Context: an optimization exercise on an open-source flow, tuned for small area, a short achievable clock period and few clock cycles. The choices shown serve that exercise and are no tape-out recipe. Only simulation tests tie the RTL to the original design; equivalence was not proved. No driver is modelled on the clock port, so clocking that relies on it looks cheaper here than on a real chip. Power and IR drop assume default switching activity.

**design/flow/standard.sh**
```bash
#!/bin/bash
# synth_recipe.tcl (not shown) runs the flow's synth.tcl, then flattens the netlist and writes it again
# the make line also repeats each setting of config.mk as NAME=value (left out here)
make -C /OpenROAD-flow-scripts/flow DESIGN_CONFIG=/design/flow/config.mk WORK_HOME=/design/flow/orfs CLKGATE_MAP_FILE= SYNTH_SCRIPT=/design/flow/synth_recipe.tcl "${@:-finish}"
```
**design/flow/constraint.sdc**
```tcl
create_clock -name core_clock -period 10.0 [get_ports {clk}]
set_input_delay 2.0000 -clock core_clock [delete_from_list [all_inputs] [get_ports {clk}]]
set_output_delay 2.0000 -clock core_clock [all_outputs]
set_load 0.01 [all_outputs]
```
**design/flow/design.v**
```verilog
module CHIP(clk,
            rst_n,
            mem_wen_D,
            mem_addr_D,
            mem_wdata_D,
            mem_rdata_D,
            mem_addr_I,
            mem_rdata_I
    );
    input         clk, rst_n ;
    output        mem_wen_D  ;
    output [31:0] mem_addr_D ;
    output [31:0] mem_wdata_D;
    input  [31:0] mem_rdata_D;
    output [31:0] mem_addr_I ;
    input  [31:0] mem_rdata_I;
    reg  [31:2] pc;
    reg         ex_valid, ex_replay;
    reg         fa_m, fa_w, fa_r, fb_m, fb_w, fb_r;
    reg         sa_m, sa_w, sa_r, sa_p, sb_m, sb_w, sb_r, sb_i;
    reg  [4:0]  ex_rd;
    reg         ex_wb, ex_sub, ex_cin, ex_ld, ex_st, ex_beq, ex_jalr, ex_mul, ex_xor, ex_slt, ex_lnk, ex_pred;
    reg  [31:0] ex_immv;       
    reg  [31:0] opA, opB;
    reg  [31:2] ex_pc;
    reg  [31:0] mS, mC;
    reg         mul_fin;
    reg         m_wb, m_ld, m_st;
    reg  [4:0]  m_rd;
    reg  [31:0] m_res, m_sdata;
    reg  [31:0] w_res;         
    reg  [31:0] rf [1:31];
    reg  [31:1] rfv;           
    wire [31:0] inst = mem_rdata_I;
    wire [4:0]  rs1 = inst[19:15];
    wire [4:0]  rs2 = inst[24:20];
    wire [4:0]  rd  = inst[11:7];
    wire i_opimm = ~inst[6] & ~inst[5] &  inst[4] & ~inst[2];
    wire i_op    = ~inst[6] &  inst[5] &  inst[4];
    wire i_load  = ~inst[6] & ~inst[5] & ~inst[4];
    wire i_store = ~inst[6] &  inst[5] & ~inst[4];
    wire i_auipc = ~inst[6] &  inst[4] &  inst[2];
    wire i_beq   =  inst[6] & ~inst[2];
    wire i_jalr  =  inst[6] &  inst[2] & ~inst[3];
    wire i_jal   =  inst[6] &  inst[3];
    wire i_slti  = i_opimm & inst[13];
    wire i_mul   = i_op & inst[25];
    wire i_xor   = i_op & inst[14];
    wire i_sub   = i_op & inst[30];
    wire [31:0] immI = {{20{inst[31]}}, inst[31:20]};
    wire [31:2] immJ  = {{12{inst[31]}}, inst[19:12], inst[20], inst[30:22]};
    wire [31:2] immB  = {{20{inst[31]}}, inst[7], inst[30:25], inst[11:9]};
    function [31:0] ks_add32;
        input [31:0] x, y;
        input        c;
        reg   [32:0] g, p, g2, p2;
        integer j, d;
        begin
            g = {x & y, c};
            p = {x ^ y, 1'b0};
            for (d = 1; d < 33; d = d * 2) begin
                g2 = g; p2 = p;
                for (j = d; j < 33; j = j + 1) begin
                    g2[j] = g[j] | (p[j] & g[j-d]);
                    p2[j] = p[j] & p[j-d];
                end
                g = g2; p = p2;
            end
            ks_add32 = (x ^ y) ^ g[31:0];
        end
    endfunction
    function [29:0] ks_add30;
        input [29:0] x, y;
        reg   [29:0] g, p, g2, p2;
        integer j, d;
        begin
            g = x & y;
            p = x ^ y;
            for (d = 1; d < 30; d = d * 2) begin
                g2 = g; p2 = p;
                for (j = d; j < 30; j = j + 1) begin
                    g2[j] = g[j] | (p[j] & g[j-d]);
                    p2[j] = p[j] & p[j-d];
                end
                g = g2; p = p2;
            end
            ks_add30 = (x ^ y) ^ {g[28:0], 1'b0};
        end
    endfunction
    function [29:0] inc30;
        input [29:0] x;
        integer j;
        begin
            inc30[0] = ~x[0];
            for (j = 1; j < 30; j = j + 1)
                inc30[j] = x[j] ^ (&(x | ~((30'd1 << j) - 30'd1)));
        end
    endfunction
    wire [31:2] pc4    = inc30(pc);
    wire [31:2] tgt_j  = ks_add30(pc, immJ);
    wire [31:2] tgt_b  = ks_add30(pc, immB);
    wire [31:2] tgt_if = inst[3] ? tgt_j : tgt_b;
    function [31:0] rf_init;
        input [4:0] a;
        begin
            case (a)
                5'd2:    rf_init = 32'h7fffeffc;
                5'd3:    rf_init = 32'h10008000;
                default: rf_init = 32'h0;
            endcase
        end
    endfunction
    wire [31:0] dec1 = 32'd1 << rs1;
    wire [31:0] dec2 = 32'd1 << rs2;
    wire [31:1] sel1 = dec1[31:1] & rfv;
    wire [31:1] sel2 = dec2[31:1] & rfv;
    reg  [31:0] rd1, rd2;
    integer k;
    always @(*) begin
        rd1 = ({32{dec1[2] & ~rfv[2]}} & rf_init(5'd2)) | ({32{dec1[3] & ~rfv[3]}} & rf_init(5'd3));
        rd2 = ({32{dec2[2] & ~rfv[2]}} & rf_init(5'd2)) | ({32{dec2[3] & ~rfv[3]}} & rf_init(5'd3));
        for (k = 1; k < 32; k = k + 1) begin
            rd1 = rd1 | ({32{sel1[k]}} & rf[k]);
            rd2 = rd2 | ({32{sel2[k]}} & rf[k]);
        end
    end
    wire [31:0] m_result = m_ld ? mem_rdata_D : m_res;
    wire [31:0] A = ({32{fa_m}} & m_res) | ({32{fa_w}} & w_res) | ({32{fa_r}} & opA);
    wire [31:0] B = ({32{fb_m}} & m_res) | ({32{fb_w}} & w_res) | ({32{fb_r}} & opB);
    wire        stall_ex = ex_valid & ex_mul & ~mul_fin;
    wire [31:0] aop     = ({32{sa_m}} & m_res) | ({32{sa_w}} & w_res) | ({32{sa_r}} & opA) |
                          ({32{sa_p}} & {ex_pc, 2'b00});
    wire [31:0] bop     = (({32{sb_m}} & m_res) | ({32{sb_w}} & w_res) | ({32{sb_r}} & opB) |
                           ({32{sb_i}} & ex_immv)) ^ {32{ex_sub}};
    wire [31:2] ex_pc4  = ex_pc + 30'd1;
    wire [31:0] sum     = ks_add32(aop, bop, ex_cin);
    wire        slt     = (A[31] == bop[31]) ? A[31] : sum[31];
    wire [31:0] ex_res  = ex_xor ? (A ^ B) :
                          ex_slt ? {31'd0, slt} :
                          ex_lnk ? {ex_pc4, 2'b00} : sum;
    wire        e_we    = ex_valid & ex_wb;           
    wire        taken   = (A == B);
    wire        redirect = ex_replay | (ex_valid & ((ex_jalr & ~ex_pred) | (ex_beq & (taken != ex_pred))));
    wire [31:2] redir_pc = ex_replay ? ex_pc : (ex_beq & ex_pred) ? ex_pc4 : sum[31:2];
    assign mem_addr_I  = {pc, 2'b00};
    assign mem_addr_D  = m_res;
    assign mem_wdata_D = m_sdata;
    assign mem_wen_D   = m_st;
    wire        f1e = e_we && (ex_rd == rs1);
    wire        f2e = e_we && (ex_rd == rs2);
    wire        f1m = m_wb && (m_rd == rs1);
    wire        f2m = m_wb && (m_rd == rs2);
    wire        hazard = ex_ld & (f1e | f2e);
    wire        pcs_if = i_auipc | i_beq;    
    wire        imm_if = ~i_op;              
    wire        pred_b  = i_jal | (i_beq & (inst[31] | (rs1 == rs2)));
    wire        ret_ok  = i_jalr & (rs1 == 5'd1) & (inst[31:20] == 12'd0) &
                          ~(e_we && ex_rd == 5'd1) & ~(m_wb && m_rd == 5'd1);
    wire [31:2] x1v     = rfv[1] ? rf[1][31:2] : 30'd0;
    wire        pred    = pred_b | ret_ok;
    wire [31:2] pred_pc = ret_ok ? x1v : tgt_if;
    function [63:0] csa;    
        input [31:0] a, b, c;
        reg   [31:0] s, q;
        begin
            s = a ^ b ^ c;
            q = (a & b) | (a & c) | (b & c);
            csa = {q[30:0], 1'b0, s};
        end
    endfunction
    wire [31:0] pp0 = B[0] ? A               : 32'd0;
    wire [31:0] pp1 = B[1] ? {A[30:0], 1'b0} : 32'd0;
    wire [31:0] pp2 = B[2] ? {A[29:0], 2'b0} : 32'd0;
    wire [31:0] pp3 = B[3] ? {A[28:0], 3'b0} : 32'd0;
    wire [63:0] l1a = csa(mS, mC, pp0);
    wire [63:0] l1b = csa(pp1, pp2, pp3);
    wire [63:0] l2  = csa(l1a[31:0], l1a[63:32], l1b[31:0]);
    wire [63:0] l3  = csa(l2[31:0], l2[63:32], l1b[63:32]);
    wire        mul_last = (B[31:4] == 28'd0);
    always @(posedge clk or negedge rst_n) begin
        if (!rst_n) begin
            pc       <= 30'h00100000;
            ex_valid <= 1'b0;
            ex_replay <= 1'b0;
            mul_fin  <= 1'b0;
            m_wb     <= 1'b0;
            m_st     <= 1'b0;
            rfv      <= 31'd0;
        end else begin
            mul_fin <= stall_ex & mul_last;
            if (m_wb) rfv[m_rd] <= 1'b1;
            if (redirect)        pc <= redir_pc;
            else if (!stall_ex)  pc <= pred ? pred_pc : pc4;
            if (!stall_ex) begin
                ex_valid  <= ~redirect & ~hazard;
                ex_replay <= ~redirect & hazard;
            end
            m_wb <= e_we & ~stall_ex;
            m_st <= ex_valid & ex_st & ~stall_ex;
        end
    end
    always @(posedge clk) begin
        if (m_wb) rf[m_rd] <= m_result;
        m_ld    <= ex_ld;
        m_rd    <= ex_rd;
        m_res   <= ex_res;
        m_sdata <= B;
        w_res   <= m_result;
        ex_pc   <= pc;
        ex_immv <= i_auipc ? {inst[31:12], 12'd0} :
                   i_store ? {{20{inst[31]}}, inst[31:25], inst[11:7]} :
                   i_beq   ? {{19{inst[31]}}, inst[31], inst[7], inst[30:25], inst[11:8], 1'b0} :
                   i_slti  ? ~immI : immI;
        if (stall_ex) begin
            mS <= mul_last ? 32'd0 : l3[31:0];
            mC <= mul_last ? 32'd0 : l3[63:32];
            opA <= mul_last ? l3[31:0]  : {A[27:0], 4'd0};
            opB <= mul_last ? l3[63:32] : {4'd0, B[31:4]};
            {fa_m, fa_w, fa_r} <= 3'b001;
            {fb_m, fb_w, fb_r} <= 3'b001;
            {sa_m, sa_w, sa_r, sa_p} <= 4'b0010;
            {sb_m, sb_w, sb_r, sb_i} <= 4'b0010;
        end else begin
            mS <= 32'd0;
            mC <= 32'd0;
            opA <= rd1;
            opB <= rd2;
            {fa_m, fa_w, fa_r} <= {f1e, ~f1e & f1m, ~f1e & ~f1m};
            {fb_m, fb_w, fb_r} <= {f2e, ~f2e & f2m, ~f2e & ~f2m};
            {sa_m, sa_w, sa_r, sa_p} <= {f1e & ~pcs_if, ~f1e & f1m & ~pcs_if, ~f1e & ~f1m & ~pcs_if, pcs_if};
            {sb_m, sb_w, sb_r, sb_i} <= {f2e & ~imm_if, ~f2e & f2m & ~imm_if, ~f2e & ~f2m & ~imm_if, imm_if};
            ex_rd     <= rd;
            ex_wb     <= ~(i_store | i_beq) & (rd != 5'd0);
            ex_sub    <= i_sub;
            ex_cin    <= i_sub | i_slti;
            ex_ld     <= i_load;
            ex_st     <= i_store;
            ex_beq    <= i_beq;
            ex_jalr   <= i_jalr;
            ex_mul    <= i_mul;
            ex_xor    <= i_xor;
            ex_slt    <= i_slti;
            ex_lnk    <= i_jal | i_jalr;
            ex_pred   <= pred;
        end
    end
endmodule
```
**design/flow/flow/run.sh**
```bash
#!/bin/bash
set -euo pipefail
bash standard.sh 'BUFFER_PORTS_ARGS=-buffer_cell sky130_fd_sc_hd__buf_2' SETUP_SLACK_MARGIN=6.2 finish > standard.log 2>&1
```
**design/flow/config.mk**
```make
export PLATFORM = sky130hd
export DESIGN_NAME = CHIP
export DESIGN_NICKNAME = CHIP
export VERILOG_FILES = /design/flow/design.v
export SDC_FILE = /design/flow/constraint.sdc
export NUM_CORES = 4
export LEC_CHECK = 0
export CAP_MARGIN = 20
export CORE_MARGIN = 2
export CORE_UTILIZATION = 40
export CTS_CLUSTER_DIAMETER = 80
export CTS_CLUSTER_SIZE = 20
export PLACE_DENSITY = 0.5
export SETUP_SLACK_MARGIN = 5.0
export SLEW_MARGIN = 20
export TNS_END_PERCENT = 5
```
==> results.yml, run 1 <==
logic_synthesis:
  synth_seq_area_share: 0.5714
  synth_warnings: 1
  ys.flop_type: "edfxtp_1"
  async_reset_ff_frac: 0.04790
  ys_types: 78
  syn_area_um2: 66530
  synth-seq-cells: 1378
  synth.avg_cell_area_um2: 11.99
  synth_edf_count: 1009
  syn_inst: 5548
power_and_ir_drop:
  power_density_nw_per_um2: 275.2
  power_mw: 21.23
  leakage_nw: 27.95
  vdd_ir_drop_max_mv: 0.1673
floorplanning:
  ios: 163
  die_w_um: 411.8
  coreArea_um2: 165000
  die_h_um: 411.8
  initial_core_util: 0.4033
  fp-row-count: 149
  die_area_um2: 169600
place:
  preCtsSetupSlack_ns: 4.076
  gp_congestion: 0.9829
  dp_hpwl_mm: 224.3
  place_area_um2: 70770
  dpl.cell_count: 7694
  port_buffers: 158
clock_network:
  cts_hold_buf: 0
  htree_levels: 3
  root_buffer: "clkbuf_16"
  clockBufferDepth: 3
  cts.sinks: 1378
  cts_buffers: 91
  insertion_delay_ns: 0.76
  cts_tree: "done"
  clk_pin_slew_worst_paths_ns: 0.08
worst_setup_path:
  cp.required_ns: 10.55
  crit_fanout: 18
  start_kind: "input pin"
  worstSetupEndpointType: "register"
  critPathLaunch: "mem_rdata_I[18]"
  path_class: "input pin to register"
  critPathArrivalTime_ns: 5.06
  worst_r2r_startpoint: "fb_r"
drt:
  drtPass1Iterations: 12
  wl_per_cell_um: 45.93
  drt_iter0_drc: 12960
  wl_mm: 369.5
  viasPerCell: 7.416
  via_count: 59650
  postRouteAntennaNets: 0
  drc_errors: 0
hold_path:
  hold_start: "ex_ld"
  hold_path.class: "register to register"
run:
  max-cap-violations: 0
timing:
  fin_crit_ns: 4.512
  finalSetupViolations: 0
  hold_viol_final: 0
  tns_ns: 0
  fmax_mhz: 221.6
  max-slew-margin-rel: 0.09840
  clock_skew_ns: 0.03360
  tightest_slew_ns: 1.352
  rsz0062_at_grt: "yes"
  worst_slack_ns: 5.488
  layout_worst_path_cycle_share: 0.4512
  final-max-slew-violation-count: 0
  holdWs_ns: 0.3847
layout:
  syn_to_final_growth_pct: 15.96
  final_cells: 8043
  layout-drive-gt1-share: 0.1805
  layout_common_cells: "1,009 x edfxtp_1, 368 x a22oi_1, 315 x buf_4, 301 x a22o_1, 291 x a221oi_1"
  final_common_cell: "edfxtp_1"
  final_util: 0.4676
  final_nets: 6046
  stdcell_area_um2: 77160
global_route:
  grt_pass1_wl_mm: 486.1
  grt_max_degree: 77
  antenna_found_initial: 27
  grt_overflow_total: 0
  grt_pass1_vias: 55410
  grt_use_total: 0.4202
outcome:
  outcome: "no timing/DRC/antenna violations"
==> power by group <==
part	internal, mW	switching [mW]	leakage, nW
clock	1.89	2.20	1.42
sequential	7.41	1.12	12.5
combinational	2.96	5.65	14.0
==> final timing paths <==
kind	endpoint	slack [ns]	depth (start not counted)
min	m_ld	0.38	0
min in group asynchronous	pc[8]	1.40	1
max	opA[20]	5.49	10
max in group asynchronous	rfv[31]	7.92	1
min reg2reg	m_ld	0.38	0
max reg2reg	opA[9]	5.57	19
==> area by class of cell <==
cell class	count	area (um2)
diodes	25	62.56
clock buffers	122	2489
clock inverters	36	456.7
fillers	15010	87830
inverters	215	829.5
multi-input cells	3512	27700
flip-flops and latches	1378	38050
well taps	2189	2739
repair buffers	566	4831
==> critical path, cell delays in order <==
cell,delay (ns)
buf_4,0.20
nor2b_2,0.23
and2_1,0.22
and3_2,0.42
buf_6,0.30
buf_4,0.29
a222oi_1,0.55
nand4_1,0.18
nor3_1,0.34
a31oi_1,0.23
==> cells by family (layout without fill, tap and decap cells) <==
logic type	Yosys count	count (layout)	synth area share
and+or+nand+nor	1218	1220	0.09061
buffers and inverters	662	939	0.03765
AOI/OAI and AO/OA	1799	1800	0.2087
xor gates and xnor gates	219	219	0.02883
other	1	27	0.00005636
DFF	1378	1378	0.5714
adders and majority gates	216	216	0.05382
muxes	55	55	0.008914
==> state kept, by name, indices dropped and copies added (netlist names), 5 cells and up <==
name     count
opA         32
rfv         31
ex_immv     32
mC          29
pc          30
w_res       32
m_res       32
m_rd         5
rf         992
opB         32
ex_rd        5
mS          32
ex_pc       30
m_sdata     32
==> synth_stat cells (all sizes together) (78+ instances only) <==
library cell,instances,share of area
xor2,93,0.012
a22o,302,0.040
dfxtp,303,0.091
ha,99,0.019
edfxtp,1009,0.46
a21oi,222,0.017
clkbuf,396,0.022
xnor2,126,0.017
a221oi,301,0.040
o21ai,133,0.010
fa,117,0.035
nand2,253,0.014
nand4,174,0.016
nand3,80,0.0060
nor3,78,0.0059
and3,143,0.013
a22oi,369,0.042
a222oi,167,0.025
nor2,335,0.019
inv,215,0.012
==> metal layers <==
metal	vias up	part of all wire	global-route usage
met5	-	0.0010	0.002261
met3	1650	0.15	0.1589
met1	29590	0.34	0.5043
met4	20	0.094	0.2967
li1	22480	-	-
met2	5910	0.42	0.6198
==> timing repair <==
action,in CTS,in global routing
setup endpoints to repair,208,189
buffers inserted,79,67
pin swaps,48,85
gates cloned,7,11
resized for setup,202,247
Testbench counts, summed over its fixed seeds: cycles 38,303.
==> run 2: changes to the inputs <==
--- a/design/flow/config.mk
+++ b/design/flow/config.mk
@@ -9,6 +9,4 @@
 export CORE_MARGIN = 2
-export CORE_UTILIZATION = 40
-export CTS_CLUSTER_DIAMETER = 80
-export CTS_CLUSTER_SIZE = 20
-export PLACE_DENSITY = 0.5
+export CORE_UTILIZATION = 45
+export PLACE_DENSITY = 0.55
 export SETUP_SLACK_MARGIN = 5.0
==> results.yml, run 2 <==
outcome:
  outcome: "no timing/DRC/antenna violations"
logic_synthesis:
  synth_edf_count: 1009
  ys.flop_type: "edfxtp_1"
  yosysMostFrequentCell: "edfxtp_1"
  synth_seq_area_share: 0.5714
  syn_area_um2: 66530
  synth.avg_cell_area_um2: 11.99
  ys_types: 78
  async_reset_ff_frac: 0.04790
  synth_warnings: 1
  synthTopCellsByCount: "1,009 x edfxtp_1, 396 x clkbuf_1, 369 x a22oi_1"
  synth_top_cell_area_share: 0.4554
  synth_area_leaders: "edfxtp_1 46%, dfxtp_1 9.1%, a22oi_1 4.2%"
  syn_inst: 5548
  yosysTopAreaCell: "edfxtp_1"
  synth-seq-cells: 1378
clock_network:
  root_buffer: "clkbuf_16"
  clockBufferDepth: 3
  cts_tree: "done"
  insertion_delay_ns: 0.83
  clk_pin_slew_worst_paths_ns: 0.07
  cts_hold_buf: 0
  cts_buffers: 152
  htree_levels: 4
  cts.sinks: 1378
timing:
  clock_skew_ns: 0.03292
  rsz0062_at_grt: "yes"
  final-max-slew-violation-count: 0
  layout_worst_path_cycle_share: 0.4562
  tns_ns: 0
  fmax_mhz: 219.2
  fin_crit_ns: 4.562
  hold_viol_final: 0
  finalSetupViolations: 0
  max-slew-margin-rel: 0.1077
  tightest_slew_ns: 1.338
power_and_ir_drop:
  power_mw: 23.30
  net-switching-power_mw: 9.458
  internal_power_mw: 13.85
  vdd_ir_drop_max_mv: 0.1852
  leakage_nw: 28.71
  power_density_nw_per_um2: 297.1
  pwr-share-comb: 0.382
  seqPwrFrac: 0.365
  clkPwrFrac: 0.253
  swShare: 0.4059
drt:
  via_count: 60680
  wl_mm: 361.6
  wl_per_cell_um: 46.08
  drtPass1Iterations: 13
  drc_errors: 0
  viasPerCell: 7.733
  drt_iter0_drc: 13720
  postRouteAntennaNets: 0
global_route:
  grt_use_met1: 0.5461
  use_met2: 0.6570
  grt_max_degree: 75
  grt_pass1_wl_mm: 479.3
  busiest_layer: "met2"
  antenna_found_initial: 29
  met3_usage: 0.2066
  grt_use_total: 0.4655
  grt_overflow_total: 0
  grt_pass1_vias: 56030
worst_setup_path:
  start_kind: "input pin"
  cp.required_ns: 10.63
  worstSetupEndpointType: "register"
  cpMostUsedCell: "buf_4"
  slowest_stage: "a31oi_2"
  crit_fanout: 13
  path_class: "input pin to register"
  critPathArrivalTime_ns: 5.20
  critPathMaxStageDelay_ns: 0.55
  critical_path.cell_chain: "buf_2 > and3b_1 > and3_4 > buf_4 > buf_4 > a22o_1 > a221oi_1 > nand4_1 > nor3_1 > a31oi_2"
place:
  dp_hpwl_mm: 212.8
  port_buffers: 158
  gp_congestion: 1.025
floorplanning:
  coreArea_um2: 147300
  initial_core_util: 0.4517
  fp-row-count: 141
  die_area_um2: 150900
  die_h_um: 388.5
  die_w_um: 388.5
  ios: 163
hold_path:
  hold_path.class: "register to register"
layout:
  final_common_cell: "edfxtp_1"
  syn_to_final_growth_pct: 17.88
  layout_common_cells: "1,009 x edfxtp_1, 368 x a22oi_1, 302 x a22o_1, 298 x dfxtp_1, 293 x a221oi_1"
  top_register: "rf"
  largest_reg_flops: 992
  final_nets: 6054
  layout-drive-gt1-share: 0.1824
run:
  max-cap-violations: 0
run 2: cell count changes in the layout (fill, tap and decap cells not counted), moves of 7 or more:
cell	before	now
buf_6	43	36
a21oi_1	194	206
clkinv_1	1	29
buf_4	315	282
clkinv_2	2	19
clkbuf_16	105	159
dfxtp_1	289	298
a21oi_2	22	8
bufinv_16	3	16
clkbuf_8	1	12
run 2: cells by family (layout without fill, tap and decap cells):
family / Yosys count / after routing / share of synthesized area
buffers and inverters: 662 / 1007 / 0.03765
muxes: 55 / 55 / 0.008914
xor gates and xnor gates: 219 / 219 / 0.02883
AOI/OAI and AO/OA: 1799 / 1800 / 0.2087
and+or+nand+nor: 1218 / 1221 / 0.09061
other: 1 / 21 / 0.00005636
DFF: 1378 / 1378 / 0.5714
adders and majority gates: 216 / 216 / 0.05382
run 2: worst paths after layout:
| path | slack, ns | end | from | cells past startpoint |
|---|---|---|---|---|
| max | 5.44 | opA[23] | mem_rdata_I[15] | 10 |
| min | 0.43 | m_ld | ex_ld | 0 |
| max reg2reg | 5.55 | opA[25] | fa_w | 13 |
| min reg2reg | 0.43 | m_ld | ex_ld | 0 |
| max in group asynchronous | 8.00 | pc[18] | rst_n | 1 |
| min in group asynchronous | 1.32 | rfv[31] | rst_n | 1 |
run 2: what timing repair did:
| action | in CTS | in global routing |
|---|---|---|
| pin swaps | 54 | 53 |
| gates resized for setup | 218 | 122 |
| endpoints found under the setup margin | 141 | 164 |
| buffers inserted | 87 | 28 |
| gates cloned | 15 | 2 |
run 2: worst max-delay path, delay by kind of cell:
family,cells,cell delay (ns)
compound gates,3,0.82
simple gates,4,1.05
buf+inv,3,1.23
run 2: per-layer routing:
| metal | routed length [um] | up-vias |
|---|---|---|
| li1 | - | 22540 |
| met1 | 117400 | 29640 |
| met4 | 38440 | 20 |
| met2 | 146000 | 6517 |
| met3 | 59030 | 1965 |
| met5 | 711 | - |
run 2: stage by stage:
step	hold WS (ns)	area, um2	setup WS (ns)	instances	utilization
4_1_cts	0.4270	77550	5.681	7794	0.5265
6_report	0.4307	78430	5.438	7847	0.5324
2_1_floorplan	0.3479	66690	5.408	5549	-
3_3_place_gp	0.3868	70290	4.085	7412	0.4772
5_1_grt	0.4340	78380	5.588	7829	0.5321
3_5_place_dp	0.4022	70310	3.988	7412	0.4773
run 2: area by class of cell:
cell class | instances | area [um2]
Clock buffer | 190 | 4163
Sequential cell | 1378 | 38030
Fill cell | 12610 | 68880
Clock inverter | 90 | 996.0
Tap cell | 1930 | 2415
Antenna cell | 19 | 47.55
Multi-Input combinational cell | 3513 | 27770
Inverter | 215 | 825.8
Timing Repair Buffer | 512 | 4183
run 2: power groups by stage:
stage	registers (mW)	clock network, mW	logic [mW]
floorplan	8.05	0	4.27
global placement	8.51	0	7.51
detailed placement	8.52	0	7.53
CTS	8.42	5.87	8.22
global route	8.51	6.11	9.19
finish	8.51	5.90	8.89
==> run 3: changes to the inputs <==
==> design/flow/flow/run.sh (replaced) <==
#!/bin/bash
set -euo pipefail
bash standard.sh 'BUFFER_PORTS_ARGS=-buffer_cell sky130_fd_sc_hd__buf_4' SETUP_SLACK_MARGIN=6.2 finish > standard.log 2>&1
--- a/design/flow/config.mk
+++ b/design/flow/config.mk
@@ -9,4 +9,4 @@
 export CORE_MARGIN = 2
-export CORE_UTILIZATION = 45
-export PLACE_DENSITY = 0.55
+export CORE_UTILIZATION = 40
+export PLACE_DENSITY = 0.5
 export SETUP_SLACK_MARGIN = 5.0
==> results.yml, run 3 <==
outcome:
  outcome: "no timing/DRC/antenna violations"
global_route:
  antenna_found_initial: 31
  grt_pass1_wl_mm: 489.8
  grt_use_total: 0.4251
  grt_overflow_total: 0
  grt_max_degree: 128
  grt_pass1_vias: 55600
logic_synthesis:
  synth_area_leaders: "edfxtp_1 46%, dfxtp_1 9.1%, a22oi_1 4.2%"
  synth_warnings: 1
  yosysMostFrequentCell: "edfxtp_1"
  synth.avg_cell_area_um2: 11.99
  synth_edf_count: 1009
  ys.flop_type: "edfxtp_1"
  synthTopCellsByCount: "1,009 x edfxtp_1, 396 x clkbuf_1, 369 x a22oi_1"
  syn_area_um2: 66530
  synth-seq-cells: 1378
  synth_seq_area_share: 0.5714
  ys_types: 78
  syn_inst: 5548
  yosysTopAreaCell: "edfxtp_1"
  synth_top_cell_area_share: 0.4554
  async_reset_ff_frac: 0.04790
timing:
  hold_viol_final: 0
  tightest_slew_ns: 1.209
  rsz0062_at_grt: "yes"
  layout_worst_path_cycle_share: 0.4496
  tns_ns: 0
  fmax_mhz: 222.4
  fin_crit_ns: 4.496
  clock_skew_ns: 0.04208
  finalSetupViolations: 0
  final-max-slew-violation-count: 0
  max-slew-margin-rel: 0.1858
layout:
  top_register: "rf"
  layout_common_cells: "1,009 x edfxtp_1, 422 x buf_4, 368 x a22oi_1, 302 x a22o_1, 296 x nor2_1"
  syn_to_final_growth_pct: 18.14
  largest_reg_flops: 992
  final_util: 0.4764
  layout-drive-gt1-share: 0.1790
  final_nets: 6034
  final_common_cell: "edfxtp_1"
worst_setup_path:
  r2r_end: "opA[21]"
  r2r_cells: 13
  critPathLaunch: "mem_rdata_I[21]"
  slowest_stage: "a2111oi_4"
  worstSetupEndpointType: "register"
  path_class: "input pin to register"
  crit_fanout: 22
  cpMostUsedCell: "buf_4"
  cp-endpoint: "opB[23]"
  critical_path.cell_chain: "buf_4 > and2_0 > and3_2 > buf_4 > a22o_1 > a221oi_1 > nand4_1 > a2111oi_4 > a21oi_1"
  critPathArrivalTime_ns: 5.14
  worst_r2r_startpoint: "fa_w"
  critPathMaxStageDelay_ns: 0.71
  start_kind: "input pin"
  reg2reg_slack_ns: 5.68
  cp.required_ns: 10.65
drt:
  wl_mm: 372.0
  wl_per_cell_um: 45.96
  drc_errors: 0
  drtPass1Iterations: 8
  drt_iter0_drc: 12440
  viasPerCell: 7.358
  postRouteAntennaNets: 0
  via_count: 59550
clock_network:
  cts_hold_buf: 0
  root_buffer: "clkbuf_16"
  cts_buffers: 156
  cts_tree: "done"
  insertion_delay_ns: 0.83
  clk_pin_slew_worst_paths_ns: 0.06
  clockBufferDepth: 3
  cts.sinks: 1378
  htree_levels: 4
power_and_ir_drop:
  power_density_nw_per_um2: 295.3
  leakage_nw: 28.61
  vdd_ir_drop_max_mv: 0.1977
floorplanning:
  ios: 163
  fp-row-count: 149
  die_w_um: 411.8
  die_h_um: 411.8
  die_area_um2: 169600
  initial_core_util: 0.4033
  coreArea_um2: 165000
place:
  port_buffers: 158
  gp_congestion: 0.9757
  dp_hpwl_mm: 222.9
run:
  max-cap-violations: 0
hold_path:
  hold_path.class: "register to register"
==> run 3: cell counts after synthesis <==
No cell type changed its count.
==> run 3: logic make-up after synthesis <==
logic type | share of synthesized area
flops | 0.5714
simple gates | 0.09061
compound gates | 0.2087
xor+xnor | 0.02883
mux | 0.008914
fa+ha+maj | 0.05382
buf+inv | 0.03765
other cells | 0.00005636
==> run 3: worst min-delay path by stage <==
stage,start,to,slack [ns],cells past startpoint
after global placement,ex_ld,m_ld,0.37,0
after detailed placement,ex_ld,m_ld,0.37,0
after CTS,ex_ld,m_ld,0.38,0
after global routing,ex_ld,m_ld,0.39,0
final,ex_ld,m_ld,0.39,0
after floorplan,ex_ld,m_ld,0.35,0
==> run 3: power breakdown <==
part,switching (mW),internal [mW]
clock,2.57,3.39
combinational,5.65,3.01
sequential,1.16,7.43
==> run 3: metal layers <==
metal | wire length, um | vias to the layer above | global-route usage
li1 | - | 22520 | -
met1 | 125800 | 29540 | 0.5081
met2 | 156200 | 5755 | 0.6278
met3 | 53990 | 1717 | 0.1562
met4 | 35690 | 26 | 0.3114
met5 | 279 | - | 0.005088
==> run 3: metrics by stage <==
step | setup slack [ns] | std cells | hold slack [ns] | power (mW) | area (um2)
global route | 5.615 | 8072 | 0.3936 | 23.81 | 78550
global placement | 3.845 | 7666 | 0.3664 | 16.22 | 70970
floorplan | 5.408 | 5549 | 0.3479 | 12.32 | 66690
detailed placement | 3.791 | 7669 | 0.3668 | 16.21 | 70990
CTS | 5.674 | 8034 | 0.3782 | 22.65 | 77760
finish | 5.504 | 8094 | 0.3904 | 23.21 | 78600
==> run 3: critical path, delay by kind of cell <==
| kind | cells | cell delay [ns] |
|---|---|---|
| buffers and inverters | 2 | 0.64 |
| AND/OR/NAND/NOR | 3 | 1.12 |
| AO/OA/AOI/OAI | 4 | 1.35 |
==> run 3: final cells by class <==
cell class	count	area, um2
Fill cell	14830	86390
Sequential cell	1378	38040
Multi-Input combinational cell	3514	27620
Clock buffer	203	4277
Timing Repair Buffer	487	4076
Tap cell	2189	2739
Clock inverter	86	970.9
Inverter	215	822.0
Antenna cell	22	55.05
==> run 3: repair_timing <==
item	in CTS	in global routing
cloned	5	2
endpoints found under the setup margin	202	165
setup buffers	71	36
gates resized for setup	185	136
pin swaps	55	38
==> run 4: changes to the inputs <==
==> design/flow/flow/run.sh (replaced) <==
#!/bin/bash
set -euo pipefail
bash standard.sh 'BUFFER_PORTS_ARGS=-buffer_cell sky130_fd_sc_hd__buf_2' SETUP_SLACK_MARGIN=6.2 \
  "PRE_GLOBAL_ROUTE_TCL=$PWD/flow/rc.tcl" finish > standard.log 2>&1
==> design/flow/flow/rc.tcl (new file) <==
set k 1.2
set_layer_rc -layer li1  -capacitance [expr {$k*1.499e-04}]   -resistance [expr {$k*7.176e-02}]
set_layer_rc -layer met1 -capacitance [expr {$k*1.72375E-04}] -resistance [expr {$k*8.929e-04}]
set_layer_rc -layer met2 -capacitance [expr {$k*1.36233E-04}] -resistance [expr {$k*8.929e-04}]
set_layer_rc -layer met3 -capacitance [expr {$k*2.14962E-04}] -resistance [expr {$k*1.567e-04}]
set_layer_rc -layer met4 -capacitance [expr {$k*1.48128E-04}] -resistance [expr {$k*1.567e-04}]
set_layer_rc -layer met5 -capacitance [expr {$k*1.54087E-04}] -resistance [expr {$k*1.781e-05}]
set_wire_rc -signal -layer met1
set_wire_rc -clock -layer met3
==> results.yml, run 4 <==
logic_synthesis:
  synth_top_cell_area_share: 0.4554
  syn_inst: 5548
  synth_edf_count: 1009
  synth.avg_cell_area_um2: 11.99
  ys_types: 78
  yosysTopAreaCell: "edfxtp_1"
  ys.flop_type: "edfxtp_1"
  synthTopCellsByCount: "1,009 x edfxtp_1, 396 x clkbuf_1, 369 x a22oi_1"
  yosysMostFrequentCell: "edfxtp_1"
  synth_warnings: 1
  async_reset_ff_frac: 0.04790
  synth-seq-cells: 1378
  synth_seq_area_share: 0.5714
  syn_area_um2: 66530
  synth_area_leaders: "edfxtp_1 46%, dfxtp_1 9.1%, a22oi_1 4.2%"
drt:
  postRouteAntennaNets: 0
  drc_errors: 0
  viasPerCell: 7.380
  drt_iter0_drc: 13480
  drtPass1Iterations: 13
  via_count: 60640
  wl_mm: 374.1
  wl_per_cell_um: 45.53
power_and_ir_drop:
  power_density_nw_per_um2: 286.9
  vdd_ir_drop_max_mv: 0.1750
  leakage_nw: 29.41
layout:
  final_cells: 8217
  largest_reg_flops: 992
  layout-drive-gt1-share: 0.2034
  syn_to_final_growth_pct: 20.78
  final_common_cell: "edfxtp_1"
  layout_common_cells: "1,009 x edfxtp_1, 368 x a22oi_1, 333 x buf_4, 300 x a22o_1, 290 x a221oi_1"
  top_register: "rf"
  final_util: 0.4871
  final_nets: 6165
global_route:
  grt_use_total: 0.4213
  antenna_found_initial: 27
  grt_pass1_vias: 56020
  grt_max_degree: 77
  grt_overflow_total: 0
  grt_pass1_wl_mm: 487.4
place:
  gp_congestion: 0.9829
  dpl.cell_count: 7694
  dp_hpwl_mm: 224.3
  port_buffers: 158
timing:
  final-max-slew-violation-count: 0
  max-slew-margin-rel: 0.2162
  finalSetupViolations: 0
  fmax_mhz: 230.4
  clock_skew_ns: 0.03779
  fin_crit_ns: 4.341
  holdWs_ns: 0.3846
  layout_worst_path_cycle_share: 0.4341
  hold_viol_final: 0
  rsz0062_at_grt: "yes"
  tightest_slew_ns: 1.176
  tns_ns: 0
floorplanning:
  coreArea_um2: 165000
  fp-row-count: 149
  die_w_um: 411.8
  die_h_um: 411.8
  initial_core_util: 0.4033
  die_area_um2: 169600
  ios: 163
worst_setup_path:
  worstSetupEndpointType: "register"
  critPathArrivalTime_ns: 4.95
  path_class: "register to register"
  crit_fanout: 11
  start_kind: "register"
  cp.required_ns: 10.61
clock_network:
  cts.sinks: 1378
  clockBufferDepth: 3
  insertion_delay_ns: 0.84
  clk_pin_slew_worst_paths_ns: 0.06
  cts_buffers: 149
  htree_levels: 4
  cts_tree: "done"
  root_buffer: "clkbuf_16"
hold_path:
  hold_path.class: "register to register"
outcome:
  outcome: "no timing/DRC/antenna violations"
run:
  max-cap-violations: 0
## run 4: cell counts after synthesis
Identical to the previous run, type by type.
## run 4: what timing repair did
item	in CTS	in global routing
resized for setup	188	377
pin swaps	41	102
buffers inserted	78	120
setup endpoints to repair	198	211
hold buffers	0	0
gates cloned	7	17
## run 4: routing by layer
layer | up-vias | GRT usage | part of all wire
li1 | 22770 | - | -
met5 | - | 0.009893 | 0.0016
met3 | 1800 | 0.1597 | 0.15
met4 | 24 | 0.2953 | 0.096
met2 | 6043 | 0.6216 | 0.42
met1 | 30010 | 0.5056 | 0.34
## run 4: metrics by stage
step                total power [mW]  instance area (um2)  setup WS (ns)
floorplan                      12.32                66690          5.408
global placement               16.02                70750          4.123
detailed placement             16.02                70770          4.076
CTS                            22.17                77330          5.706
global route                   24.72                80310          5.477
finish                         23.05                80360          5.659
## run 4: report_power, final
group	total [mW]	switching, mW	internal, mW
sequential	8.55	1.12	7.42
combinational	8.75	5.71	3.04
clock	5.76	2.52	3.24
total	23.1	9.35	13.7
## run 4: layout make-up
class / count / area [um2]
diodes: 20 / 50.05
fillers: 14730 / 84630
well taps: 2189 / 2739
flip-flops and latches: 1378 / 38050
clock buffers: 189 / 3971
multi-input cells: 3512 / 27970
repair buffers: 627 / 5748
inverters: 215 / 825.8
clock inverters: 87 / 1001
## run 4: kinds of logic (layout without fill, tap and decap cells)
kind of cell | Yosys count | after routing | synth area share
other cells | 1 | 22 | 0.00005636
simple gates | 1218 | 1220 | 0.09061
fa+ha+maj | 216 | 216 | 0.05382
xor+xnor | 219 | 219 | 0.02883
mux | 55 | 55 | 0.008914
flops | 1378 | 1378 | 0.5714
buf+inv | 662 | 1118 | 0.03765
compound gates | 1799 | 1800 | 0.2087
## run 4: worst paths after layout
kind	startpoint	end	slack, ns	cells past startpoint
setup / recovery	fb_r	opA[21]	5.66	19
hold / removal	ex_ld	m_ld	0.38	0
setup reg to reg	fb_r	opA[21]	5.66	19
hold reg to reg	ex_ld	m_ld	0.38	0
max in group asynchronous	rst_n	rfv[11]	8.26	1
min in group asynchronous	rst_n	pc[19]	1.23	1
## run 4: critical path: stages, from the launching register on
cell and delay, ns:
dfxtp_4 0.35, buf_12 0.14, a222oi_1 0.38, buf_4 0.20, buf_4 0.10, buf_4 0.09
buf_4 0.09, buf_4 0.10, buf_4 0.12, buf_6 0.18, nor2_1 0.08, fa_1 0.48
inv_1 0.06, fa_1 0.43, inv_1 0.09, fa_1 0.44, nor2_1 0.22, a21oi_4 0.13
nor2_1 0.33, a31oi_2 0.12
==> run 5: changes to the inputs <==
--- a/design/flow/flow/rc.tcl
+++ b/design/flow/flow/rc.tcl
@@ -1,2 +1,2 @@
-set k 1.2
+set k 1.3
 set_layer_rc -layer li1  -capacitance [expr {$k*1.499e-04}]   -resistance [expr {$k*7.176e-02}]
==> results.yml, run 5 <==
drt:
  wl_per_cell_um: 45.22
  drt_iter0_drc: 12940
  wl_mm: 371.7
  drc_errors: 0
  postRouteAntennaNets: 0
  via_count: 60740
  drtPass1Iterations: 14
  viasPerCell: 7.389
run:
  max-cap-violations: 0
floorplanning:
  die_h_um: 411.8
  fp-row-count: 149
  die_area_um2: 169600
  ios: 163
  coreArea_um2: 165000
  die_w_um: 411.8
  initial_core_util: 0.4033
hold_path:
  hold_path.class: "register to register"
logic_synthesis:
  yosysMostFrequentCell: "edfxtp_1"
  yosysTopAreaCell: "edfxtp_1"
  synth_top_cell_area_share: 0.4554
  synth_edf_count: 1009
  synth-seq-cells: 1378
  synthTopCellsByCount: "1,009 x edfxtp_1, 396 x clkbuf_1, 369 x a22oi_1"
  syn_inst: 5548
  syn_area_um2: 66530
  synth-simple-area-share: 0.09060
  synthAdderAreaFrac: 0.05382
  synth_seq_area_share: 0.5714
  async_reset_ff_frac: 0.04790
  ys_types: 78
  synth_xor_area_frac: 0.02883
  synth_warnings: 1
  synth_compound_area_frac: 0.2087
  synth_mux_area_frac: 0.008914
  synth_area_leaders: "edfxtp_1 46%, dfxtp_1 9.1%, a22oi_1 4.2%"
  synth_top_family_by_area: "compound AO/OA/AOI/OAI gates"
  synth.avg_cell_area_um2: 11.99
  ys.flop_type: "edfxtp_1"
global_route:
  grt_use_total: 0.4214
  grt_pass1_vias: 56010
  grt_max_degree: 77
  grt_overflow_total: 0
  antenna_found_initial: 24
  grt_pass1_wl_mm: 487.4
layout:
  final_util: 0.4866
  final_common_cell: "edfxtp_1"
  stdcell_area_um2: 80290
  fillCellCount: 14760
  final_nets: 6167
  layout-drive-gt1-share: 0.2043
  multiInputGateArea_um2: 27950
  final_cells: 8220
  seq_area_um2: 38060
  top_register: "rf"
  syn_to_final_growth_pct: 20.67
  largest_reg_flops: 992
  layout_common_cells: "1,009 x edfxtp_1, 368 x a22oi_1, 336 x buf_4, 302 x a22o_1, 289 x a221oi_1"
clock_network:
  cts_buffers: 149
  insertion_delay_ns: 0.83
  cts.sinks: 1378
  cts_tree: "done"
  root_buffer: "clkbuf_16"
  htree_levels: 4
  clockBufferDepth: 3
  cts_hold_buf: 0
  clk_pin_slew_worst_paths_ns: 0.06
place:
  place_area_um2: 70770
  port_buffers: 158
  preCtsSetupSlack_ns: 4.076
  dp_hpwl_mm: 224.3
  gp_congestion: 0.9829
  dpl.cell_count: 7694
timing:
  layout_worst_path_cycle_share: 0.4361
  fin_crit_ns: 4.361
  max-slew-margin-rel: 0.2420
  finalSetupViolations: 0
  hold_viol_final: 0
  tns_ns: 0
  rsz0062_at_grt: "yes"
  tightest_slew_ns: 1.137
  fmax_mhz: 229.3
  final-max-slew-violation-count: 0
  clock_skew_ns: 0.03671
  worst_slack_ns: 5.639
power_and_ir_drop:
  leakage_nw: 29.39
  power_density_nw_per_um2: 286.8
  vdd_ir_drop_max_mv: 0.1748
worst_setup_path:
  start_kind: "register"
  crit_fanout: 8
  cp.required_ns: 10.69
  critPathArrivalTime_ns: 5.05
  worstSetupEndpointType: "register"
  path_class: "register to register"
outcome:
  outcome: "no timing/DRC/antenna violations"
run 5: cell counts after synthesis:
Identical to the previous run, type by type.
run 5: cell type report:
type                    instances  share of cell area
diodes                         21           0.0006545
clock buffers                 189             0.04946
clock inverters                87             0.01247
inverters                     215             0.01033
multi-input cells            3513              0.3482
flip-flops and latches       1378              0.4740
well taps                    2189             0.03411
repair buffers                628             0.07078
run 5: power breakdown:
| group | internal [mW] | leakage [nW] | switching [mW] |
|---|---|---|---|
| combinational | 3.02 | 14.5 | 5.70 |
| clock | 3.24 | 2.40 | 2.51 |
| sequential | 7.42 | 12.5 | 1.13 |
| total | 13.7 | 29.4 | 9.34 |
run 5: cells by family (layout without fill, tap and decap cells):
logic type	Yosys count	count (layout)
flip-flops	1378	1378
AND/OR/NAND/NOR	1218	1221
buffers and inverters	662	1119
XOR/XNOR	219	219
AO/OA/AOI/OAI	1799	1800
adder cells (fa/ha/maj)	216	216
other	1	23
multiplexers	55	55
run 5: critical path, cell delays in order (launching register included):
cell and delay, ns:
dfxtp_4 0.35, buf_12 0.14, a222oi_1 0.38, buf_4 0.23, buf_6 0.10, buf_4 0.09
buf_4 0.10, buf_6 0.09, buf_6 0.09, buf_12 0.12, nor2_4 0.04, fa_1 0.52
inv_2 0.04, fa_1 0.48, inv_2 0.04, fa_2 0.61, nor2_4 0.05, a21oi_4 0.35
nor2_4 0.08, a31oi_4 0.30
run 5: path summary, 6_finish.rpt:
kind,startpoint,to,slack (ns),depth (start not counted)
setup / recovery,fb_r,opA[9],5.64,19
hold / removal,ex_ld,m_ld,0.38,0
setup reg to reg,fb_r,opA[9],5.64,19
hold reg to reg,ex_ld,m_ld,0.38,0
max in group asynchronous,rst_n,rfv[7],8.24,1
min in group asynchronous,rst_n,pc[19],1.22,1
run 5: routing by layer:
metal | wire [um] | GRT usage
met1 | 126400 | 0.5062
met2 | 155600 | 0.6208
met3 | 54910 | 0.1597
met4 | 34400 | 0.2961
met5 | 517 | 0.009893
run 5: repair_timing:
action,in CTS,in global routing
pin swaps,41,90
gates cloned,7,12
buffers inserted,78,119
resized for setup,188,361
setup endpoints to repair,198,246
run 5: per-stage QoR:
step | power, mW | hold slack (ns)
2_1_floorplan | 12.32 | 0.3479
3_3_place_gp | 16.02 | 0.3644
3_5_place_dp | 16.02 | 0.3676
6_report | 23.03 | 0.3830
4_1_cts | 22.17 | 0.3825
5_1_grt | 25.23 | 0.4170
==> run 6: changes to the inputs <==
--- a/design/flow/flow/rc.tcl
+++ b/design/flow/flow/rc.tcl
@@ -1,2 +1,2 @@
-set k 1.3
+set k 1.1
 set_layer_rc -layer li1  -capacitance [expr {$k*1.499e-04}]   -resistance [expr {$k*7.176e-02}]
==> results.yml, run 6 <==
layout:
  top_register: "rf"
  final_nets: 6169
  largest_reg_flops: 992
  stdcell_area_um2: 80460
  syn_to_final_growth_pct: 20.93
  layout_common_cells: "1,009 x edfxtp_1, 368 x a22oi_1, 341 x buf_4, 301 x a22o_1, 289 x dfxtp_1"
  fillCellCount: 14750
  layout-drive-gt1-share: 0.2036
  final_common_cell: "edfxtp_1"
timing:
  clock_skew_ns: 0.04049
  hold_viol_final: 0
  tns_ns: 0
  layout_worst_path_cycle_share: 0.4329
  finalSetupViolations: 0
  final-max-slew-violation-count: 0
  max-slew-margin-rel: 0.06990
  fmax_mhz: 231.0
  tightest_slew_ns: 1.395
  worst_slack_ns: 5.671
  fin_crit_ns: 4.329
  rsz0062_at_grt: "yes"
logic_synthesis:
  synth_edf_count: 1009
  syn_area_um2: 66530
  yosysMostFrequentCell: "edfxtp_1"
  synth_seq_area_share: 0.5714
  synth_warnings: 1
  synth-seq-cells: 1378
  syn_inst: 5548
  synthTopCellsByCount: "1,009 x edfxtp_1, 396 x clkbuf_1, 369 x a22oi_1"
  ys_types: 78
  async_reset_ff_frac: 0.04790
  synth.avg_cell_area_um2: 11.99
  synth_area_leaders: "edfxtp_1 46%, dfxtp_1 9.1%, a22oi_1 4.2%"
  ys.flop_type: "edfxtp_1"
  synth_top_cell_area_share: 0.4554
  yosysTopAreaCell: "edfxtp_1"
outcome:
  outcome: "no timing/DRC/antenna violations"
drt:
  drtPass1Iterations: 13
  drc_errors: 0
  wl_per_cell_um: 45.79
  via_count: 60900
  drt_iter0_drc: 13180
  wl_mm: 376.0
  postRouteAntennaNets: 0
  viasPerCell: 7.417
place:
  dp_hpwl_mm: 224.3
  preCtsSetupSlack_ns: 4.076
  gp_congestion: 0.9829
  port_buffers: 158
  place_area_um2: 70770
global_route:
  grt_pass1_vias: 56000
  grt_pass1_wl_mm: 487.6
  grt_overflow_total: 0
  antenna_found_initial: 23
  grt_max_degree: 77
  grt_use_total: 0.4215
clock_network:
  cts_buffers: 149
  cts_tree: "done"
  cts.sinks: 1378
  htree_levels: 4
  insertion_delay_ns: 0.84
  clk_pin_slew_worst_paths_ns: 0.06
  root_buffer: "clkbuf_16"
  clockBufferDepth: 3
worst_setup_path:
  worstSetupEndpointType: "register"
  cp_top_family: "adder cells"
  path_class: "register to register"
  critPathMaxStageDelay_ns: 0.55
  critical_path.cell_chain: "buf_12 > a222oi_1 > buf_4 > bufbuf_16 > buf_12 > nor2_1 > fa_1 > inv_1 > fa_1 > inv_1 > fa_1 > nor2_1 > a21oi_2 > nor2_1 > a31oi_2"
  cp.required_ns: 10.65
  crit_fanout: 9
  slowest_stage: "fa_1"
  start_kind: "register"
  critPathBufInv: 6
  critPathArrivalTime_ns: 4.97
power_and_ir_drop:
  vdd_ir_drop_max_mv: 0.1759
  power_density_nw_per_um2: 285.5
  leakage_nw: 29.48
floorplanning:
  coreArea_um2: 165000
  die_area_um2: 169600
  fp-row-count: 149
  die_h_um: 411.8
  initial_core_util: 0.4033
  die_w_um: 411.8
  ios: 163
hold_path:
  hold_path.class: "register to register"
run:
  max-cap-violations: 0
-- run 6: cell type report --
| class | count | area (um2) | share of cell area |
|---|---|---|---|
| antenna | 10 | 25.02 | 0.0003110 |
| clock buffer | 189 | 3971 | 0.04936 |
| clock inverter | 87 | 1001 | 0.01244 |
| inverter | 215 | 825.8 | 0.01026 |
| multi-input combinational | 3514 | 27950 | 0.3474 |
| sequential | 1378 | 38050 | 0.4730 |
| tap | 2189 | 2739 | 0.03404 |
| timing repair buffer | 629 | 5889 | 0.07320 |
-- run 6: metal layers --
metal / track usage / up-vias / routed length [um]
met5: 0.009893 / - / 311
met2: 0.6218 / 6201 / 155300
met4: 0.2952 / 20 / 36730
met3: 0.1592 / 1852 / 57380
met1: 0.5064 / 30070 / 126300
li1: - / 22760 / -
-- run 6: path summary, 6_finish.rpt --
| path | slack [ns] | endpoint | depth (start not counted) | from |
|---|---|---|---|---|
| worst max register to register | 5.67 | opA[11] | 15 | fb_r |
| worst min-delay path | 0.38 | m_ld | 0 | ex_ld |
| max in group asynchronous | 8.24 | rfv[19] | 1 | rst_n |
| worst max-delay path | 5.67 | opA[11] | 15 | fb_r |
| worst min register to register | 0.38 | m_ld | 0 | ex_ld |
| min in group asynchronous | 1.21 | pc[19] | 1 | rst_n |
-- run 6: through the flow --
step	instances	util	hold slack, ns	power, mW
after floorplan	5549	-	0.3479	12.32
after global placement	7691	0.4288	0.3644	16.02
after detailed placement	7694	0.4289	0.3676	16.02
after CTS	8055	0.4687	0.3825	22.17
after global routing	8201	0.4875	0.4083	24.08
final	8211	0.4877	0.3825	22.97
-- run 6: kinds of logic after synthesis --
family                   share of synthesized area
AO/OA/AOI/OAI                               0.2087
XOR/XNOR                                   0.02883
adder cells (fa/ha/maj)                    0.05382
buffers and inverters                      0.03765
flip-flops                                  0.5714
multiplexers                              0.008914
other                                   0.00005636
AND/OR/NAND/NOR                            0.09061
-- run 6: report_power, final --
group	total (mW)	switching, mW	internal (mW)
Combinational	8.65	5.68	2.98
Sequential	8.55	1.13	7.42
Clock	5.77	2.53	3.24
-- run 6: worst register-to-register path: cells and delay by family, from the launching register on --
family / cells / cell delay (ns)
fa+ha+maj: 3 / 1.54
simple gates: 3 / 0.26
flops: 1 / 0.36
compound gates: 3 / 1.18
buf+inv: 6 / 0.83
-- run 6: what timing repair did --
item / in CTS / in global routing
endpoints found under the setup margin: 198 / 187
hold buffers: 0 / 0
setup buffers: 78 / 123
gates resized for setup: 188 / 384
pin swaps: 41 / 91
gates cloned: 7 / 21
==> run 7: changes to the inputs <==
==> design/flow/flow/run.sh (replaced) <==
#!/bin/bash
set -euo pipefail
bash standard.sh 'BUFFER_PORTS_ARGS=-buffer_cell sky130_fd_sc_hd__buf_2' SETUP_SLACK_MARGIN=6.2 \
  "PRE_GLOBAL_ROUTE_TCL=$PWD/flow/rc.tcl" "PRE_CTS_TCL=$PWD/flow/rc.tcl" finish > standard.log 2>&1
--- a/design/flow/flow/rc.tcl
+++ b/design/flow/flow/rc.tcl
@@ -1,2 +1,2 @@
-set k 1.1
+set k 1.2
 set_layer_rc -layer li1  -capacitance [expr {$k*1.499e-04}]   -resistance [expr {$k*7.176e-02}]
==> results.yml, run 7 <==
drt:
  drtPass1Iterations: 14
  drt_iter0_drc: 12870
  wl_mm: 377.0
  postRouteAntennaNets: 0
  wl_per_cell_um: 45.45
  via_count: 61440
  drc_errors: 0
  viasPerCell: 7.408
layout:
  final_cells: 8294
  layout-drive-gt1-share: 0.2127
  largest_reg_flops: 992
  final_util: 0.4924
  syn_to_final_growth_pct: 22.11
  top_register: "rf"
  final_common_cell: "edfxtp_1"
  final_nets: 6221
  stdcell_area_um2: 81240
  layout_common_cells: "1,009 x edfxtp_1, 375 x buf_4, 367 x a22oi_1, 302 x a22o_1, 290 x dfxtp_1"
  fillCellCount: 14650
worst_setup_path:
  r2r_end: "pc[31]"
  crit_fanout: 13
  critPathBufInv: 3
  worstSetupEndpointType: "register"
  reg2reg_slack_ns: 5.71
  critical_path.cell_chain: "buf_4 > nor2b_2 > nor2b_2 > nand2_1 > nor2_4 > buf_12 > buf_4 > a222oi_1 > nand4_1 > nor3_2 > a31oi_1"
  cp.required_ns: 10.65
  cp_top_family: "simple AND/OR/NAND/NOR gates"
  slowest_stage: "nor3_2"
  critPathMaxStageDelay_ns: 0.82
  start_kind: "input pin"
  worst_r2r_startpoint: "sb_r"
  path_class: "input pin to register"
  r2r_cells: 16
  critPathArrivalTime_ns: 5.04
place:
  dp_hpwl_mm: 224.3
  dpl.cell_count: 7694
  port_buffers: 158
  place_area_um2: 70770
  gp_congestion: 0.9829
  preCtsSetupSlack_ns: 4.076
global_route:
  grt_pass1_wl_mm: 490.2
  met3_usage: 0.1720
  grt_use_total: 0.4241
  grt_pass1_vias: 56330
  use_met2: 0.6196
  busiest_layer: "met2"
  grt_max_degree: 77
  grt_overflow_total: 0
  antenna_found_initial: 26
  grt_use_met1: 0.5025
logic_synthesis:
  synth-simple-area-share: 0.09060
  synth_area_leaders: "edfxtp_1 46%, dfxtp_1 9.1%, a22oi_1 4.2%"
  synth-seq-cells: 1378
  synth.avg_cell_area_um2: 11.99
  synth_compound_area_frac: 0.2087
  synth_seq_area_share: 0.5714
  yosysMostFrequentCell: "edfxtp_1"
  async_reset_ff_frac: 0.04790
  ys_types: 78
  synth_top_cell_area_share: 0.4554
  synth_warnings: 1
  syn_area_um2: 66530
  synth_xor_area_frac: 0.02883
  synth_mux_area_frac: 0.008914
  synth_edf_count: 1009
  synthTopCellsByCount: "1,009 x edfxtp_1, 396 x clkbuf_1, 369 x a22oi_1"
  ys.flop_type: "edfxtp_1"
  synth_top_family_by_area: "compound AO/OA/AOI/OAI gates"
  synthAdderAreaFrac: 0.05382
  syn_inst: 5548
  yosysTopAreaCell: "edfxtp_1"
clock_network:
  clk_pin_slew_worst_paths_ns: 0.06
  cts_buffers: 165
  cts_hold_buf: 0
  cts_tree: "done"
  insertion_delay_ns: 0.84
  cts.sinks: 1378
hold_path:
  hold_path.class: "register to register"
  min_path_cells: 0
  hold_start: "ex_ld"
  hold_end: "m_ld"
timing:
  fin_crit_ns: 4.386
  hold_viol_final: 0
  rsz0062_at_grt: "yes"
  final-max-slew-violation-count: 0
  finalSetupViolations: 0
  tns_ns: 0
  max-slew-margin-rel: 0.2188
  worst_slack_ns: 5.614
  fmax_mhz: 228.0
  tightest_slew_ns: 1.172
  layout_worst_path_cycle_share: 0.4386
  clock_skew_ns: 0.04761
power_and_ir_drop:
  leakage_nw: 29.89
  vdd_ir_drop_max_mv: 0.1717
  power_density_nw_per_um2: 287.8
floorplanning:
  ios: 163
  initial_core_util: 0.4033
  die_h_um: 411.8
  die_w_um: 411.8
  fp-row-count: 149
  die_area_um2: 169600
  coreArea_um2: 165000
run:
  max-cap-violations: 0
outcome:
  outcome: "no timing/DRC/antenna violations"
## run 7: cell counts after synthesis
No cell type changed its count.
## run 7: repair_timing
item | CTS | global route
endpoints found under the hold margin | 0 | 0
pin swaps | 45 | 113
setup buffers | 92 | 145
resized for setup | 239 | 343
endpoints found under the setup margin | 233 | 189
gates cloned | 11 | 15
## run 7: cell type report
| class | count | area [um2] | share of cell area |
|---|---|---|---|
| clock inverter | 91 | 882.1 | 0.01086 |
| antenna | 25 | 62.56 | 0.0007700 |
| inverter | 215 | 832.0 | 0.01024 |
| clock buffer | 217 | 4541 | 0.05589 |
| tap | 2189 | 2739 | 0.03371 |
| sequential | 1378 | 38050 | 0.4684 |
| multi-input combinational | 3515 | 27990 | 0.3445 |
| timing repair buffer | 664 | 6148 | 0.07568 |
## run 7: per-layer routing
| metal | vias to the layer above | part of all wire |
|---|---|---|
| li1 | 22930 | - |
| met1 | 30450 | 0.33 |
| met2 | 6166 | 0.41 |
| met3 | 1877 | 0.15 |
| met4 | 29 | 0.10 |
| met5 | - | 0.0016 |
## run 7: logic make-up (layout without fill, tap and decap cells)
logic type	count (synthesis)	in the layout
AO/OA/AOI/OAI	1799	1801
adder cells (fa/ha/maj)	216	216
buffers and inverters	662	1187
AND/OR/NAND/NOR	1218	1222
other	1	27
XOR/XNOR	219	219
flip-flops	1378	1378
multiplexers	55	55
## run 7: through the flow
| step | hold WS, ns | total power, mW |
|---|---|---|
| 2_1_floorplan | 0.3479 | 12.32 |
| 3_3_place_gp | 0.3644 | 16.02 |
| 3_5_place_dp | 0.3676 | 16.02 |
| 4_1_cts | 0.3862 | 23.44 |
| 5_1_grt | 0.4107 | 25.05 |
| 6_report | 0.3858 | 23.38 |
## run 7: worst max-delay path by stage
stage / from / to / slack (ns) / depth (start not counted)
floorplan: mem_rdata_I[23] / pc[30] / 5.41 / 13
global placement: sb_m / m_res[0] / 4.12 / 14
detailed placement: sb_m / m_res[0] / 4.08 / 14
CTS: mem_rdata_I[21] / opB[24] / 5.64 / 9
global route: fb_r / opA[7] / 5.55 / 17
finish: mem_rdata_I[16] / opA[6] / 5.61 / 11
## run 7: report_power, final
part	switching (mW)	internal [mW]	total, mW
clock network	2.61	3.48	6.09
logic	5.72	3.02	8.74
registers	1.12	7.43	8.55
==> run 8: changes to the inputs <==
--- a/design/flow/design.v
+++ b/design/flow/design.v
@@ -142,3 +142,3 @@
     wire        taken   = (A == B);
-    wire        redirect = ex_replay | (ex_valid & ((ex_jalr & ~ex_pred) | (ex_beq & (taken != ex_pred))));
+    wire        redirect = ex_replay | (ex_valid & (ex_jalr | (ex_beq & (taken != ex_pred))));
     wire [31:2] redir_pc = ex_replay ? ex_pc : (ex_beq & ex_pred) ? ex_pc4 : sum[31:2];
@@ -156,7 +156,4 @@
     wire        pred_b  = i_jal | (i_beq & (inst[31] | (rs1 == rs2)));
-    wire        ret_ok  = i_jalr & (rs1 == 5'd1) & (inst[31:20] == 12'd0) &
-                          ~(e_we && ex_rd == 5'd1) & ~(m_wb && m_rd == 5'd1);
-    wire [31:2] x1v     = rfv[1] ? rf[1][31:2] : 30'd0;
-    wire        pred    = pred_b | ret_ok;
-    wire [31:2] pred_pc = ret_ok ? x1v : tgt_if;
+    wire        pred    = pred_b;
+    wire [31:2] pred_pc = tgt_if;
     function [63:0] csa;    
@@ -174,7 +171,15 @@
     wire [31:0] pp3 = B[3] ? {A[28:0], 3'b0} : 32'd0;
-    wire [63:0] l1a = csa(mS, mC, pp0);
-    wire [63:0] l1b = csa(pp1, pp2, pp3);
-    wire [63:0] l2  = csa(l1a[31:0], l1a[63:32], l1b[31:0]);
-    wire [63:0] l3  = csa(l2[31:0], l2[63:32], l1b[63:32]);
-    wire        mul_last = (B[31:4] == 28'd0);
+    wire [31:0] pp4 = B[4] ? {A[27:0], 4'b0} : 32'd0;
+    wire [31:0] pp5 = B[5] ? {A[26:0], 5'b0} : 32'd0;
+    wire [31:0] pp6 = B[6] ? {A[25:0], 6'b0} : 32'd0;
+    wire [31:0] pp7 = B[7] ? {A[24:0], 7'b0} : 32'd0;
+    wire [63:0] t1a = csa(mS, mC, pp0);
+    wire [63:0] t1b = csa(pp1, pp2, pp3);
+    wire [63:0] t1c = csa(pp4, pp5, pp6);
+    wire [63:0] t2a = csa(t1a[31:0], t1a[63:32], t1b[31:0]);
+    wire [63:0] t2b = csa(t1b[63:32], t1c[31:0], t1c[63:32]);
+    wire [63:0] t3  = csa(t2a[31:0], t2a[63:32], t2b[31:0]);
+    wire [63:0] t4  = csa(t3[31:0], t3[63:32], t2b[63:32]);
+    wire [63:0] l3  = csa(t4[31:0], t4[63:32], pp7);
+    wire        mul_last = (B[31:8] == 24'd0) | (A[23:0] == 24'd0);
     always @(posedge clk or negedge rst_n) begin
@@ -216,4 +221,4 @@
             mC <= mul_last ? 32'd0 : l3[63:32];
-            opA <= mul_last ? l3[31:0]  : {A[27:0], 4'd0};
-            opB <= mul_last ? l3[63:32] : {4'd0, B[31:4]};
+            opA <= mul_last ? l3[31:0]  : {A[23:0], 8'd0};
+            opB <= mul_last ? l3[63:32] : {8'd0, B[31:8]};
             {fa_m, fa_w, fa_r} <= 3'b001;
==> design/flow/flow/run.sh (replaced) <==
#!/bin/bash
set -euo pipefail
bash standard.sh 'BUFFER_PORTS_ARGS=-buffer_cell sky130_fd_sc_hd__buf_2' SETUP_SLACK_MARGIN=6.2 finish > standard.log 2>&1
removed: design/flow/flow/rc.tcl
==> results.yml, run 8 <==
outcome:
  outcome: "no timing/DRC/antenna violations"
layout:
  final_nets: 6276
  multiInputGateArea_um2: 29240
  layout_common_cells: "1,009 x edfxtp_1, 371 x nand2_1, 336 x a22o_1, 325 x a221oi_1, 319 x a22oi_1"
  top_register: "rf"
  final_common_cell: "edfxtp_1"
  seq_area_um2: 37990
global_route:
  grt_use_met1: 0.4794
  grt_pass1_wl_mm: 476.9
  grt_overflow_total: 0
  grt_max_degree: 67
  met3_usage: 0.1392
  use_met2: 0.6008
  grt_use_total: 0.3974
  busiest_layer: "met2"
  grt_pass1_vias: 56410
logic_synthesis:
  synth_edf_count: 1009
  yosysMostFrequentCell: "edfxtp_1"
  ys.flop_type: "edfxtp_1"
  synth_area_leaders: "edfxtp_1 44%, dfxtp_1 8.7%, fa_1 6.2%"
  async_reset_ff_frac: 0.04797
  synth_top_cell_area_share: 0.4392
  yosysTopAreaCell: "edfxtp_1"
  synth.avg_cell_area_um2: 12.01
  syn_area_um2: 68990
  synth_warnings: 1
  synthTopCellsByCount: "1,009 x edfxtp_1, 409 x clkbuf_1, 373 x nand2_1"
clock_network:
  cts.sinks: 1376
  insertion_delay_ns: 0.86
  clockBufferDepth: 3
  cts_hold_buf: 0
  clk_pin_slew_worst_paths_ns: 0.06
  cts_tree: "done"
  cts_buffers: 154
  root_buffer: "clkbuf_16"
  htree_levels: 4
power_and_ir_drop:
  vdd_ir_drop_max_mv: 0.1585
  power_density_nw_per_um2: 299.8
  leakage_nw: 28.64
place:
  dpl.cell_count: 7964
  dp_hpwl_mm: 214.6
  gp_congestion: 0.9839
  port_buffers: 158
hold_path:
  hold_path.class: "register to register"
floorplanning:
  die_area_um2: 175800
  die_h_um: 419.3
  coreArea_um2: 171500
  fp-row-count: 152
  ios: 163
  initial_core_util: 0.4022
  die_w_um: 419.3
worst_setup_path:
  start_kind: "input pin"
  cp_top_family: "simple AND/OR/NAND/NOR gates"
  worstSetupEndpointType: "register"
  critPathBufInv: 2
  slowest_stage: "and3_2"
  critical_path.cell_chain: "buf_2 > and2_1 > nor2b_1 > and3_2 > buf_4 > a22o_1 > a221oi_1 > nand4_1 > nor3_1 > and3_1 > o22ai_1"
  critPathArrivalTime_ns: 5.95
  path_class: "input pin to register"
  cp.required_ns: 10.74
timing:
  tns_ns: 0
  fmax_mhz: 192.0
  tightest_slew_ns: 1.194
  rsz0062_at_grt: "yes"
  clock_skew_ns: 0.06571
  max-slew-margin-rel: 0.1980
  hold_viol_final: 0
  fin_crit_ns: 5.209
drt:
  wl_per_cell_um: 42.87
  postRouteAntennaNets: 0
  via_count: 59610
## run 8: changes by cell type after synthesis, sizes merged, moves of 23 or more
| cell | previous run | this run |
|---|---|---|
| nand2 | 253 | 373 |
| fa | 117 | 215 |
| a22oi | 369 | 320 |
| o21ai | 133 | 94 |
| a22o | 302 | 336 |
| a21oi | 222 | 190 |
| mux2 | 34 | 62 |
| inv | 215 | 242 |
| or2 | 6 | 32 |
| a221oi | 301 | 325 |
| a31oi | 43 | 20 |
| and3 | 143 | 120 |
## run 8: where the power goes
| group | internal (mW) | switching, mW |
|---|---|---|
| registers | 7.49 | 1.12 |
| clock network | 3.25 | 2.54 |
| logic | 3.32 | 6.14 |
## run 8: stage by stage
step                      hold WS, ns  power (mW)  area, um2  setup WS [ns]    util
after detailed placement       0.3711       17.13      73020          4.130  0.4257
after CTS                      0.3874       23.32      79040          5.069  0.4608
after global placement         0.3588       17.16      73010          4.137  0.4256
final                          0.3846       23.85      79550          4.791  0.4638
after global routing           0.3990       24.65      79520          4.889  0.4635
after floorplan                0.3479       13.23      69310          5.407       -
## run 8: layout make-up
| type | instances | area share |
|---|---|---|
| Sequential cell | 1376 | 0.4775 |
| Multi-Input combinational cell | 3668 | 0.3675 |
| Clock buffer | 204 | 0.05338 |
| Timing Repair Buffer | 439 | 0.04291 |
| Tap cell | 2310 | 0.03633 |
| Inverter | 243 | 0.01162 |
| Clock inverter | 80 | 0.01024 |
| Antenna cell | 16 | 0.0005033 |
## run 8: repair_timing
item                       CTS  global route
hold endpoints to repair     0             0
pin swaps                   19            38
setup buffers               50            13
gates cloned                 6             3
gates resized for setup     92            69
setup endpoints to repair  198           218
## run 8: logic make-up (layout without fill, tap and decap cells)
group / Yosys count / in the layout / synth area share
AO/OA/AOI/OAI: 1682 / 1682 / 0.1912
XOR/XNOR: 226 / 226 / 0.02869
adder cells (fa/ha/maj): 328 / 328 / 0.08288
buffers and inverters: 701 / 966 / 0.03872
flip-flops: 1376 / 1376 / 0.5505
multiplexers: 93 / 93 / 0.01462
other: 1 / 18 / 0.00005436
AND/OR/NAND/NOR: 1337 / 1337 / 0.09331
## run 8: worst paths after layout
path | start | cells past startpoint | endpoint
min in group asynchronous | rst_n | 1 | rfv[1]
worst min-delay path | ex_ld | 0 | m_ld
worst max-delay path | mem_rdata_I[20] | 11 | opB[24]
worst max register to register | fb_r | 14 | opA[28]
max in group asynchronous | rst_n | 1 | pc[26]
worst min register to register | ex_ld | 0 | m_ld
## run 8: worst register-to-register path: cells and delay by family, from the launching register on
family,cells,cell delay (ns)
adder cells (fa/ha/maj),5,2.47
AND/OR/NAND/NOR,1,0.07
buffers and inverters,5,0.78
flip-flops,1,0.36
AO/OA/AOI/OAI,3,1.14
## run 8: routing by layer
layer,part of all wire,vias up,wire [um]
li1,-,22730,-
met1,0.35,29750,124600
met2,0.43,5543,154100
met3,0.14,1559,48640
met4,0.083,26,29670
met5,0.0012,-,422
Testbench counts of run 8, summed over its fixed seeds: cycles 36,806.

Setup slack of run 8, layout unchanged: 4.791 ns with ideal ports, 4.855 ns with driving cells assumed (clock clkbuf_16, inputs buf_2), 3.945 ns with port delays also shifted by the 0.910 ns mid clock arrival.
